Source: an optimization exercise on an open RTL-to-GDS flow (aim: small area and a short achievable clock period). Production flows keep margins and buffers that such runs may drop. Where RTL was checked, it was by simulation tests only, not by an equivalence proof against the original.

Setup of build 58:
## fft_butterfly
module fft_butterfly(clk, rst, in_valid, k,
                     ar, ai, br, bi,
                     out_valid, y0r, y0i, y1r, y1i);
Settings: LEC_CHECK=0, ABC_AREA=1, CAP_MARGIN=50, CORE_MARGIN=2, CORE_UTILIZATION=55, CTS_BUF_LIST=sky130_fd_sc_hd__clkbuf_4 sky130_fd_sc_hd__clkbuf_8, PLACE_DENSITY=0.7, SLEW_MARGIN=70, SYNTH_HIERARCHICAL=1, SYNTH_MEMORY_MAX_BITS=32768; clock period 10.0 ns.
standard.sh (not shown) runs the stock make flow with config.mk's settings and CLKGATE_MAP_FILE= SYNTH_SCRIPT=/design/flow/synth_recipe.tcl, a recipe that flattens the netlist after the stock synthesis.
==> flow/flow/run.sh <==
#!/bin/bash
# Layout flow: the standard ORFS flow (standard.sh, unchanged synthesis),
# with two changes to how the layout is made:
#  - the port buffers are sky130_fd_sc_hd__buf_2 cells instead of the delay
#    buffers buffer_ports picks by default (every port still gets a buffer);
#  - ORFS's repair_timing steps aim at a setup margin of SETUP_MARGIN ns below
#    the 10 ns clock, so they size up the slowest paths.
# The clock period and constraints are the design's. Each tool's output goes
# to flow.log here; ORFS keeps its per-step logs under orfs/logs/.
set -euo pipefail
cd "$(dirname "$0")/.."
SETUP_MARGIN=$(cat flow/setup_margin.txt)
bash standard.sh "BUFFER_PORTS_ARGS=-buffer_cell sky130_fd_sc_hd__buf_2" \
  "SETUP_SLACK_MARGIN=$SETUP_MARGIN" finish > flow.log 2>&1
==> flow/flow/setup_margin.txt <==
6.4
The final layout from build 58, which completed every stage, passed the timing, design-rule and antenna checks at the end of the flow.
Setup changes, build 58 to build 66
==> flow/flow/setup_margin.txt <==
6.6
==> comparison <==
- Diff build 58 -> build 66 | design area | up by a few percent
- Taking build 58 as the reference point, the layout buffer count excluding clock buffers of build 66 rises by 11%.
- Build 66 against build 58: worst setup slack increased by 53 ps relative to the old numbers; non-filler instance count after layout increased by 0.56% relative to the old numbers.
- Comparing final worst-path cycle share for build 66 and build 58, the smaller number came from build 66.
- Sort build 66 and build 58 by count of clock-buffer cells in the layout asc -> top: build 58
- Number of nets in the finished design: build 66 > build 58
- Build 66 vs build 58, end of the critical path: q3_n1354 vs q3_n1244
- Build 66 went all the way through synthesis, placement and routing and the layout is clean on timing, DRC and antenna.
- Global-route met3 utilization: build 66 < build 58
#### Input delta (build 87 over build 66)
==> flow/flow/setup_margin.txt <==
6.5
Notes after the runs:
- Compared build 87 against build 66; number of levels in the clock H-tree within noise.
- Looking at clock-cell share of area, build 87 sits 0.27 points higher than build 66 does.
- Comparing number of clock buffers in the layout for build 66 and build 87, the smaller number came from build 87.
- Build 87 vs build 66 — final setup skew dropped 6.0 ps.
- Between build 66 and build 87, the difference in detailed-routing wirelength on met1 is negligible.
- Going from build 66 to build 87, number of signal-net buffers in the layout shrank by a few percent.

========
run Y:
Another version of the RTL of fft_butterfly (not shown whole).
Size: ~3200 cells after synthesis, about 390 flip-flops, roughly 160 I/O pins.
==> flow/design.v (excerpt) <==
module fft_butterfly(clk, rst, in_valid, k,
                     ar, ai, br, bi,
                     out_valid, y0r, y0i, y1r, y1i);
   input                clk, rst, in_valid;
   input        [8:0]   k;
   input        [17:0]  ar, ai, br, bi;
   output reg           out_valid;
   output reg   [17:0]  y0r, y0i, y1r, y1i;
   reg v1;
   reg v2;
   reg v3;
   reg q1_n1;
   reg q1_n2;
   reg q1_n3;
   reg q1_n4;
   reg q1_n5;
   reg q1_n6;
   reg q1_n7;
   reg q1_n8;
   reg q1_n9;
   reg q1_n10;
   reg q1_n11;
   reg q2_n38;
   reg q2_n36;
   reg q1_br_0;
   reg q2_br_0;
   reg q1_br_1;
   reg q2_br_1;
   reg q2_n37;
   reg q1_br_2;
   reg q2_br_2;
   reg q1_br_3;
   reg q2_br_3;
   reg q1_br_4;
   reg q2_br_4;
   reg q1_br_5;
   reg q2_br_5;
   reg q1_br_6;
   reg q2_br_6;
   reg q1_br_7;
   reg q2_br_7;
   reg q1_br_8;
   reg q2_br_8;
   reg q1_br_9;
   reg q2_br_9;
   reg q1_br_10;
   reg q2_br_10;
   reg q1_br_11;
   reg q2_br_11;
   reg q1_br_12;
   reg q2_br_12;
   reg q1_br_13;
   reg q2_br_13;
   reg q1_br_14;
   reg q2_br_14;
   reg q1_br_15;
   reg q2_br_15;
   reg q1_br_16;
   reg q2_br_16;
   reg q1_br_17;
   reg q2_br_17;
   reg q2_n41;
   reg q2_n39;
   reg q2_n40;
   reg q2_n44;
   reg q2_n42;
  ...
Settings: LEC_CHECK=0, ABC_AREA=1, CAP_MARGIN=50, CORE_MARGIN=2, CORE_UTILIZATION=60, CTS_BUF_LIST=sky130_fd_sc_hd__clkbuf_4 sky130_fd_sc_hd__clkbuf_8, PLACE_DENSITY=0.72, SLEW_MARGIN=70, SYNTH_HIERARCHICAL=1, SYNTH_MEMORY_MAX_BITS=32768; clock period 10.0 ns.
==> flow/flow/run.sh <==
#!/bin/bash
# Layout flow: the standard ORFS flow (standard.sh, unchanged synthesis),
# with two changes to how the layout is made:
#  - the port buffers are sky130_fd_sc_hd__buf_1 cells instead of the delay
#    buffers buffer_ports picks by default (every port still gets a buffer);
#  - ORFS's repair_timing steps aim at a setup margin of SETUP_MARGIN ns below
#    the 10 ns clock, so they size up the slowest paths.
# The clock period and constraints are the design's. Each tool's output goes
# to flow.log here; ORFS keeps its per-step logs under orfs/logs/.
set -euo pipefail
cd "$(dirname "$0")/.."
SETUP_MARGIN=$(cat flow/setup_margin.txt)
bash standard.sh "BUFFER_PORTS_ARGS=-buffer_cell sky130_fd_sc_hd__buf_1" \
  "SETUP_SLACK_MARGIN=$SETUP_MARGIN" finish > flow.log 2>&1
==> flow/flow/setup_margin.txt <==
6.4
Run Y completed every stage of the flow, and the final layout passed the timing, design-rule and antenna checks.
--- input diff run Y..run C ---
# run Y
export LEC_CHECK = 0
export ABC_AREA = 1
export CAP_MARGIN = 50
export CORE_MARGIN = 2
export CORE_UTILIZATION = 60
export CTS_BUF_LIST = sky130_fd_sc_hd__clkbuf_4 sky130_fd_sc_hd__clkbuf_8
export PLACE_DENSITY = 0.72
export SLEW_MARGIN = 70
export SYNTH_HIERARCHICAL = 1
export SYNTH_MEMORY_MAX_BITS = 32768
create_clock -name core_clock -period 10.0 [get_ports {clk}]
# run C
export LEC_CHECK = 0
export ABC_AREA = 1
export CAP_MARGIN = 50
export CORE_MARGIN = 2
export CORE_UTILIZATION = 60
export CTS_BUF_LIST = sky130_fd_sc_hd__clkbuf_4 sky130_fd_sc_hd__clkbuf_8
export CTS_CLUSTER_DIAMETER = 60
export CTS_CLUSTER_SIZE = 14
export PLACE_DENSITY = 0.72
export SLEW_MARGIN = 70
export SYNTH_HIERARCHICAL = 1
export SYNTH_MEMORY_MAX_BITS = 32768
create_clock -name core_clock -period 10.0 [get_ports {clk}]
[summary]
- Compared with run Y, run C shows a synthesis-to-layout area growth that is 3.4 points lower.
- A timing startpoint of the critical path of q2_n51$_DFF_P_ is what run C shows, while q2_n69$_DFF_P_ belongs to run Y.
- Run C vs run Y: fmax down slightly
- Measured against each other, run Y and run C differ in share of the core filled with cells, the lower figure coming from run C.
No run of this note included a check of the RTL's function; only the layout flow was run.

========
fft_butterfly, a different RTL version from the one above (not shown whole).
Size in the first run: about 3800 cells after synthesis, ~450 flip-flops, about 160 I/O pins, ~0.035 mm^2 of cells after synthesis.
Settings: LEC_CHECK=0, ABC_AREA=1, CAP_MARGIN=50, CORE_MARGIN=2, CORE_UTILIZATION=40, PLACE_DENSITY=0.6, SLEW_MARGIN=70, SYNTH_HIERARCHICAL=1, SYNTH_MEMORY_MAX_BITS=32768; clock period 10.0 ns.
run.sh (not shown) runs the stock make flow with config.mk's settings and CLKGATE_MAP_FILE= SYNTH_SCRIPT=/design/flow/synth_recipe.tcl, a recipe that flattens the netlist after the stock synthesis.
Stock flow here: none of the scripts above is used.
The first run finished clean.
==> next run, changes <==
--- a/flow/config.mk
+++ b/flow/config.mk
@@ -9 +9 @@
-export CAP_MARGIN = 50
+export CAP_MARGIN = 20
@@ -13 +13 @@
-export SLEW_MARGIN = 70
+export SLEW_MARGIN = 20
After rerunning: Setup slack degrades by 0.37 ns; wire length is about the same; die area stays the same; synthesized cell count is unchanged; via count goes down by 0.64%; count of clock-buffer cells in the layout goes up by 4; clock skew barely changes; hold slack degrades by 0.014 ns; core utilization goes down by 0.70 points.
==> next run, changes <==
==> flow/flow/run.sh (new file) <==
#!/bin/bash
# Layout flow: the standard ORFS flow (standard.sh, unchanged synthesis),
# with two changes to how the layout is made:
#  - the port buffers are sky130_fd_sc_hd__buf_2 cells instead of the delay
#    buffers buffer_ports picks by default (every port still gets a buffer);
#  - ORFS's repair_timing steps aim at a setup margin of SETUP_MARGIN ns below
#    the 10 ns clock, so they size up the slowest paths.
# The clock period and constraints are the design's. Each tool's output goes
# to flow.log here; ORFS keeps its per-step logs under orfs/logs/.
set -euo pipefail
cd "$(dirname "$0")/.."
SETUP_MARGIN=$(cat flow/setup_margin.txt)
bash standard.sh "BUFFER_PORTS_ARGS=-buffer_cell sky130_fd_sc_hd__buf_2" \
  "SETUP_SLACK_MARGIN=$SETUP_MARGIN" finish > flow.log 2>&1
==> flow/flow/setup_margin.txt (new file) <==
6.3
==> flow/standard.sh (new file) <==
#!/bin/bash
# synth_recipe.tcl (not shown) runs the flow's synth.tcl, then flattens the netlist and writes it again
# the make line also repeats each setting of config.mk as NAME=value (left out here)
make -C /OpenROAD-flow-scripts/flow DESIGN_CONFIG=/design/flow/config.mk WORK_HOME=/design/flow/orfs CLKGATE_MAP_FILE= SYNTH_SCRIPT=/design/flow/synth_recipe.tcl "${@:-finish}"
--- a/flow/config.mk
+++ b/flow/config.mk
@@ -9 +9 @@
-export CAP_MARGIN = 20
+export CAP_MARGIN = 50
@@ -13 +13 @@
-export SLEW_MARGIN = 20
+export SLEW_MARGIN = 70
removed: flow/run.sh
Effect: Worst setup slack improved by 0.78 ns; via count is lower slightly.

[static timing again, ports no longer ideal]
The flow's constraints put no driver on any port. The routed layouts listed below were extracted and timed again, unchanged, in two steps.
Step 1 assumes that a clkbuf_16 drives the clock port and a buf_2 every other input.
Step 2 adds t to the input delays and takes it off the output delays; t is the mean of the earliest and latest rising clock arrival at the registers after step 1. Input paths then give back, and output paths get back, about the clock's delay inside the block.
Slacks: ideal ports / drivers / drivers and shift; pairs: ideal ports / drivers.
run	t (ns)	setup slack, ns	worst register clock-pin slew, ns	pins driven straight from the clock port
build 58	0.724	6.425 / 6.425 / 6.425	0.08 / 0.08	1
build 66	0.718	6.478 / 6.478 / 6.478	0.08 / 0.08	1
build 87	0.734	6.401 / 6.401 / 6.401	0.08 / 0.08	1
run Y	0.734	6.340 / 6.340 / 6.340	0.10 / 0.10	1
run C	0.705	6.319 / 6.319 / 6.319	0.10 / 0.10	1
the first run of note 3	0.685	5.992 / 5.992 / 5.992	0.08 / 0.08	1
the second run of note 3	0.699	5.622 / 5.622 / 5.622	0.08 / 0.08	1
the third run of note 3	0.692	6.399 / 6.399 / 6.399	0.06 / 0.06	1
After both steps setup and hold are still met in every run listed.
